This design comes from an exercise in tuning for small area and a short achievable clock period on the open sky130 flow, not from production work. No run shown here included a check of the RTL's function; only the layout flow was run. Power and IR drop assume default switching activity.

==> flow/design.v, too long to show whole: its modules and the start of the top module <==
// module fa: 4 lines
// module ha: 4 lines
// module top_fp_mul_N32_M23_E8: 1275 lines
module top_fp_mul_N32_M23_E8(input  wire clk,
                             input  wire [31:0] a1,
                             input  wire [31:0] b1,
                             output wire [31:0] y);
  // ...
==> flow/flow/run.sh <==
#!/bin/bash
bash standard.sh MATCH_CELL_FOOTPRINT=0 "BUFFER_PORTS_ARGS=-buffer_cell sky130_fd_sc_hd__buf_2" finish > standard.log 2>&1
==> flow/standard.sh <==
#!/bin/bash
# synth_recipe.tcl (not shown) runs the flow's synth.tcl, then flattens the netlist and writes it again
# the make line also repeats each setting of config.mk as NAME=value (left out here)
make -C /OpenROAD-flow-scripts/flow DESIGN_CONFIG=/design/flow/config.mk WORK_HOME=/design/flow/orfs CLKGATE_MAP_FILE= SYNTH_SCRIPT=/design/flow/synth_recipe.tcl "${@:-finish}"
==> flow/config.mk <==
export PLATFORM = sky130hd
export DESIGN_NAME = top_fp_mul_N32_M23_E8
export DESIGN_NICKNAME = top_fp_mul_N32_M23_E8
export VERILOG_FILES = /design/flow/design.v
export SDC_FILE = /design/flow/constraint.sdc
export NUM_CORES = 4
export LEC_CHECK = 0
export ABC_AREA = 1
export CAP_MARGIN = 20
export CORE_MARGIN = 2
export CORE_UTILIZATION = 40
export SETUP_SLACK_MARGIN = 4.0
export SLEW_MARGIN = 20
export SYNTH_HIERARCHICAL = 1
==> flow/constraint.sdc <==
create_clock -name core_clock -period 8.5 [get_ports {clk}]
set_input_delay 1.7000 -clock core_clock [delete_from_list [all_inputs] [get_ports {clk}]]
set_output_delay 1.7000 -clock core_clock [all_outputs]
set_load 0.01 [all_outputs]
==> metrics.md, run 1 <==
| Metric | Value |
|---|---|
| Status | no timing/DRC/antenna violations |
| Final Net Count | 2409 |
| Max Freq | 0.213 GHz |
| N_taps | 539 |
| Asr flop ratio synth | 0 |
| Placer Congestion | 0.937 |
| Crit-path max FO | 8 |
| Max_slew headroom | 0.338 |
| 1st-pass router iterations | 6 |
| DRT iter0 DRCs | 1567 |
| Critical Path Source | two[3] |
| Clk cell area share | 0.0298 |
| Avg WL per Cell | 22.7 um |
| Avg Synthesized Cell Area | 9.08 um^2 |
| Final worst slack | 3.80 ns |
| Routed Antenna Nets | 0 |
| Hold crit path type | reg -> reg |
| Slowest cell on crit path | fa_2 |
| Seq area share | 0.130 |
| Multiplexer share of the synthesized area | 0.00329 |
| Final Skew | 0.0131 ns |
| Dominant cells by area after synthesis | fa_1 (31%), xor2_1 (16%), dfxtp_1 (15%), o22ai_1 (9.6%), ha_1 (5.8%) |
| DR WL met3 | 6350 um |
| Total core area | 42100 um^2 |
| Peak VDD IR | 0.414 mV |
| Ordered list of cells on the worst path | clkinvlp_4, buf_4, o22ai_1, xor2_1, fa_1, fa_1, fa_2, fa_1, ha_1, ha_1, ha_1, nand4_1, nor4_2, nand2_1, nand3_1, nand2_1, nand2_1 |
| Routed length on met1 | 24300 um |
| Power in the clock group | 749 uW |
| Clock share of power | 0.079 |
| Post-synth top cells | xor2_1 (307), fa_1 (266), o22ai_1 (263) |
| Post-place setup slack | 3.23 ns |
| DP HPWL | 38800 um |
| Final-layout clock buffer total | 19 |
| Largest family of logic cells by synthesized area | adder cells |
| Worst setup EP type | register |
==> run 2, diff against run 1 <==
--- a/flow/design.v
+++ b/flow/design.v
@@ -1228,57 +1228,71 @@
   fa u565 (.a(nneg[9]), .b(ra[18]), .ci(ra[19]), .s(s564), .co(c565));
   fa u567 (.a(pp10[23]), .b(pp11[21]), .ci(s564), .s(s566), .co(c567));
   fa u569 (.a(c559), .b(s566), .ci(c561), .s(s568), .co(c569));
   fa u571 (.a(n10), .b(c565), .ci(pp10[24]), .s(s570), .co(c571));
   fa u573 (.a(pp11[22]), .b(c567), .ci(s570), .s(s572), .co(c573));
   fa u575 (.a(nneg[10]), .b(ra[20]), .ci(ra[21]), .s(s574), .co(c575));
   fa u577 (.a(pp11[23]), .b(s574), .ci(c571), .s(s576), .co(c577));
   fa u579 (.a(n11), .b(c575), .ci(pp11[24]), .s(s578), .co(c579));
-  wire [22:0] lx = {c231, c211, c191, s188, c155, c139, c123, c109, c95, s92, c71, c61, c51, s48, c35, s32, s26, s20, s16, c13, pp1[0], pp0[1], neg[0]};
-  wire [22:0] ly = {s250, s230, s210, s190, s172, s154, s138, s122, s108, s94, s82, s70, s60, s50, s42, s34, s28, s22, s18, s14, s12, 1'b0, pp0[0]};
-  wire [23:0] lsum = {1'b0, lx} + {1'b0, ly};
+  wire [16:0] lx = {c123, c109, c95, s92, c71, c61, c51, s48, c35, s32, s26, s20, s16, c13, pp1[0], pp0[1], neg[0]};
+  wire [16:0] ly = {s138, s122, s108, s94, s82, s70, s60, s50, s42, s34, s28, s22, s18, s14, s12, 1'b0, pp0[0]};
+  wire [17:0] lsum = {1'b0, lx} + {1'b0, ly};
+  wire [5:0] mx = {c231, c211, c191, s188, c155, c139};
+  wire [5:0] my = {s250, s230, s210, s190, s172, s154};
   wire [24:0] hx = {c579, c577, c573, c569, c563, c557, c549, c541, c531, c521, c509, c497, c483, c469, c453, c437, c419, c401, c381, c361, c339, c317, c295, c273, s272};
-  wire [24:0] hy = {n11, s578, s576, s572, s568, s562, s556, s548, s540, s530, s520, s508, s496, s482, s468, s452, s436, s418, s400, s380, s360, s338, s316, s294, lsum[23]};
-  reg  [24:0] rx, ry;      
-  reg         rp22, rS2, rs2;
+  wire [23:0] hy = {n11, s578, s576, s572, s568, s562, s556, s548, s540, s530, s520, s508, s496, s482, s468, s452, s436, s418, s400, s380, s360, s338, s316, s294};
+  reg  [24:0] rx;           
+  reg  [23:0] ry;
+  reg  [5:0] rmx, rmy;     
+  reg         rcj, rS2, rs2;
   reg  [7:0]  re2;
   always @(posedge clk) begin
     rx   <= hx;
     ry   <= hy;
-    rp22 <= lsum[22];
+    rmx  <= mx;
+    rmy  <= my;
+    rcj  <= lsum[17];
     rS2  <= rS;
     rs2  <= rs;
     re2  <= re;
   end
-  wire r1 = rp22 | rS2;
-  wire r0 = rp22 & rS2;
-  wire [24:0] p = rx ^ ry;
-  wire [24:0] g = rx & ry;
-  wire [24:0] gl [0:5];
-  wire [24:0] pl [0:5];
-  assign gl[0] = g;
-  assign pl[0] = p;
+  wire [5+1:0] msum = {1'b0, rmx} + {1'b0, rmy} + {{(5+1){1'b0}}, rcj};
+  wire q_p22 = msum[5];
+  wire q_c23 = msum[5+1];
+  wire r1 = q_p22 | rS2;
+  wire r0 = q_p22 & rS2;
+  wire q_p0 = rx[0] ^ q_c23;
+  wire q_g0 = rx[0] & q_c23;
+  wire ci_n  = q_g0;                  
+  wire ci_r0 = q_g0 | (q_p0 & r0);
+  wire ci_r1 = q_g0 | (q_p0 & r1);
+  wire [24:1] p = rx[24:1] ^ ry[23:0];
+  wire [24:1] g = rx[24:1] & ry[23:0];
+  wire [23:0] gl [0:5];
+  wire [23:0] pl [0:5];
+  assign gl[0] = g[24:1];
+  assign pl[0] = p[24:1];
   genvar l, i;
   generate for (l = 0; l < 5; l = l + 1) begin : g_lvl
-    for (i = 0; i < 25; i = i + 1) begin : g_bit
+    for (i = 0; i < 24; i = i + 1) begin : g_bit
       if ((i >> l) & 1) begin : g_comb
         localparam integer J = ((i >> l) << l) - 1;
         assign gl[l+1][i] = gl[l][i] | (pl[l][i] & gl[l][J]);
         assign pl[l+1][i] = pl[l][i] & pl[l][J];
       end else begin : g_pass
         assign gl[l+1][i] = gl[l][i];
         assign pl[l+1][i] = pl[l][i];
       end
     end
   end endgenerate
-  wire [24:0] G = gl[5];
-  wire [24:0] Pp = pl[5];
-  wire [24:0] c0 = {G[23:0] | (Pp[23:0] & {24{r0}}), r0};
-  wire [24:0] c1 = {G[23:0] | (Pp[23:0] & {24{r1}}), r1};
-  wire [24:0] w0 = p ^ c0;
-  wire [24:0] w1 = p ^ c1;
-  wire n = p[24] ^ G[23];
+  wire [23:0] G = gl[5];
+  wire [23:0] Pp = pl[5];
+  wire [24:1] cr0 = {G[22:0] | (Pp[22:0] & {23{ci_r0}}), ci_r0};
+  wire [24:1] cr1 = {G[22:0] | (Pp[22:0] & {23{ci_r1}}), ci_r1};
+  wire [24:0] w0 = {p ^ cr0, q_p0 ^ r0};
+  wire [24:0] w1 = {p ^ cr1, q_p0 ^ r1};
+  wire n = p[24] ^ (G[22] | (Pp[22] & ci_n));
   wire [7:0] re2p1 = re2 + 8'd1;
   wire [7:0] e = n ? re2p1 : re2;
   wire [22:0] m = n ? w1[23:1] : w0[22:0];
   assign y = {rs2, e, m};
 endmodule
==> run 2 against run 1 <==
- still clean
- clock skew down 0.0016 ns
- wire length fell by 5.3%
- area after synthesis increased by 0.60%
- flip-flop and latch count up 11
- global-route usage down 0.74 points
- register-to-register slack improved by 0.30 ns
- critical path type is now reg -> out
- critical endpoint is now y[2]
==> metrics.md, run 2 <==
| Metric | Value |
|---|---|
| Status | no timing/DRC/antenna violations |
| Measured slew at the worst slew-check pin | 0.931 ns |
| Vias in the first global route | 14800 |
| Worst EP arrival | 2.97 ns |
| Slowest cell on crit path | fa_2 |
| Worst Path Buf+Inv | 4 |
| Critical Path Most Common Cell | nand2_2 |
| Seq/Total Area, Yosys | 0.163 |
| IO Port Bufs | 96 |
| Initial Util | 0.402 |
| CTS root buf | clkbuf_16 |
| Cell with the most instances after synthesis | xor2_1 |
| Vert. Die Dim | 211 um |
| DRC | 0 |
| Total core area | 42800 um^2 (+1.6%) |
| Inserted Clock Buffers | 17 |
| Setup CP Type | reg -> out |
| Commonest cells after routing, fill and taps aside | xor2_1 (287), fa_1 (265), o22ai_1 (263) |
| Avg WL per Cell | 21.7 um (-4.4%) |
| Most common library cell in the layout ignoring fill and taps | xor2_1 |
| Placement Rows | 76 |
| Area leader, netlist | fa_1 |
| Initial antenna violation count | 0 |
| Final worst slack | 3.83 ns (+0.0324 ns) |
| Syn Nets | 2304 |
| CTS Hold Bufs | 0 |
| Avg Synthesized Cell Area | 9.11 um^2 (+0.23%) |
| Clk Latency, worst-skew pair | 0.45 ns |
| Share of cells above drive strength 1 | 0.185 |
| Final Net Count | 2379 (-1.2%) |
| Setup TNS | 0 ns |
| Hold crit path type | reg -> reg |
| Sink Count | 140 |
| Post-synth top cells | xor2_1 (289), fa_1 (268), o22ai_1 (263) |
| Routed Antenna Nets | 0 (unchanged) |
| Post-Synthesis Cells | 1891 |
| Power per cell area | 407 nW/um^2 |
| Max_slew headroom | 0.379 (+0.0411) |
| Max Freq | 0.214 GHz (+0.70%) |
| Top cell type's share of synthesized area | 0.312 |
| Die Wd | 211 um |
| Crit start category | register |
| Post-synth EDFFs | 0 |
| Ordered list of cells on the worst path | ha_4, nand2_2, nor2_2, nand2_2, nand3_2, nand2_2, inv_2, nor2_4, buf_4, fa_2, buf_6, fa_2, xnor2_1, nand2_1, nand2_1, buf_2 |
| Placer Congestion | 0.891 (-5.0%) |
| Total GRT Usage | 0.246 |
| Ports | 97 |
| 1st-pass router iterations | 7 (+1) |
| DP HPWL | 36900 um (-4.9%) |
| Max FFs per register | 25 |
| Dominant cells by area after synthesis | fa_1 (31%), dfxtp_1 (16%), xor2_1 (15%), o22ai_1 (9.6%), ha_1 (5.8%) |
| Drt total wl | 54700 um |
| Largest net degree at the start of global routing | 27 |
| Synth warn | 7 |
| Final worst path period share | 0.549 |
| Asr flop ratio synth | 0 (unchanged) |
| Post-synth cell types | 45 |
| Peak VDD IR | 0.226 mV (-45%) |
| Max incr delay on CP | 0.43 ns |
| Post-Synthesis Cell Area | 17200 um^2 |
| Clk pin slew, worst setup/hold paths | 0.06 ns |
| Worst setup EP type | output pin |
| Lkg Pwr | 8.73 nW |
| First-pass GRT wire length | 84200 um |
| DRT iter0 DRCs | 1340 (-14%) |
| Area Overhead vs Synth | 14.2% |
| Final setup vio count | 0 |
| Clk buf depth | 2 |
| Worst EP required | 6.80 ns |
| Min Tclk post-route | 4.67 ns |
| Leading registers by flop count | rx (25), ry (24), ra (23) |
| Synthesis-stage register bit count | 140 |
| Final hold viol count | 0 |
| Slew Viols, Final | 0 |
| Fillers | 4120 |
| GRT overflow | 0 |
| CP delay by family, top | adder cells |
| Final Skew | 0.0115 ns (-0.00163 ns) |
| RSZ-0062 raised after global routing | yes |
| Largest Register | rx |
| Max Cap Violations | 0 |
| Crit-path max FO | 3 (-5) |
| Post-place setup slack | 3.53 ns (+0.305 ns) |
| Dominant register cell in the synthesized netlist | dfxtp_1 |
| CTS tree | yes |
| Vias/cell | 5.73 |
| DIE AREA | 44700 um^2 |
| Final antenna diode count | 0 |
| H-tree Lvls | 4 |
| Via count | 14500 |
==> run 2: timing repair <==
item / CTS / global route
setup endpoints to repair: 34 / 34
setup buffers: 16 / 22
cloned: 12 / 5
pin swaps: 23 / 38
resized for setup: 62 / 78
==> run 2: cell type report <==
cell class,instances,area [um^2],share of cell area
Clock buffer,18,439,0.0223
Clock inverter,14,159,0.00808
Inverter,182,766,0.0390
Multi-Input combinational cell,1439,13500,0.687
Sequential cell,140,2820,0.143
Tap cell,546,683,0.0348
Timing Repair Buffer,175,1210,0.0616
Timing Repair inverter,11,73.8,0.00376
==> run 2: logic make-up after synthesis <==
family / after synthesis / share of synthesized area
and+or+nand+nor: 419 / 0.112
buffers and inverters: 317 / 0.0728
adders and majority gates: 348 / 0.370
DFF: 140 / 0.163
xor gates and xnor gates: 299 / 0.152
muxes: 4 / 0.00262
AOI/OAI and AO/OA: 364 / 0.128
==> run 2: worst paths after layout <==
check / from / to / slack [ns] / cells past startpoint
setup / recovery: rmy[4] / y[2] / 3.83 / 16
hold / removal: re[3] / re2[3] / 0.32 / 0
setup reg to reg: ra[14] / rx[0] / 4.10 / 10
hold reg to reg: re[3] / re2[3] / 0.32 / 0
==> run 2: through the flow <==
stage               std cells  hold WS (ns)  utilization  total power, mW  instance area (um^2)
finish                   2525         0.323        0.459             8.00                 19700
global route             2525         0.330        0.459             8.94                 19700
CTS                      2498         0.324        0.449             7.82                 19200
detailed placement       2438         0.313        0.423             6.69                 18100
global placement         2438         0.312        0.423             6.57                 18100
floorplan                1891         0.310            -             5.07                 17200
==> run 2: report_power, final <==
group / switching (mW) / internal, mW / leakage (nW)
combinational: 3.57 / 2.65 / 7.27
sequential: 0.0880 / 0.933 / 1.18
clock: 0.303 / 0.444 / 0.277
total: 3.96 / 4.03 / 8.73
==> run 2: routing by layer <==
layer / track usage / up-vias / routed length (um) / part of all wire
met5: 0 / - / 0 / 0
met4: 0.112 / 0 / 2250 / 0.041
met3: 0.0757 / 139 / 6300 / 0.12
met2: 0.366 / 905 / 23600 / 0.43
met1: 0.328 / 7048 / 22500 / 0.41
li1: - / 6386 / - / -
==> run 2: modules after synthesis, one instance, submodules excluded <==
module | cell area, um^2 | cells inside | copies in the design
fa | 20.0 | 1 | 264
ha | 12.5 | 1 | 20
top_fp_mul_N32_M23_E8 | 11700 | 1607 | 1

-- port drivers added, routing unchanged --
The results above use ideal ports. As a check the final layouts listed here were re-extracted and re-timed, cells and wires unchanged.
Step 1: set_driving_cell puts a clkbuf_16 on clk and a buf_2 on each other input, an assumption about the parent block.
Step 2, shift: input delay + t, output delay - t, t = (earliest + latest rising clock arrival at the registers) / 2. This alone moves slack from input paths to output paths.
a / b / c = ideal / step 1 / step 2; a / b = the first two.
| run | t (ns) | setup slack, ns | latest minus earliest clock arrival (ns) |
|---|---|---|---|
| run 1 | 0.485 | 3.801 / 3.801 / 3.801 | 0.013 / 0.013 |
| run 2 | 0.500 | 3.833 / 3.774 / 4.104 | 0.012 / 0.011 |
After both steps setup and hold are still met in every run listed.
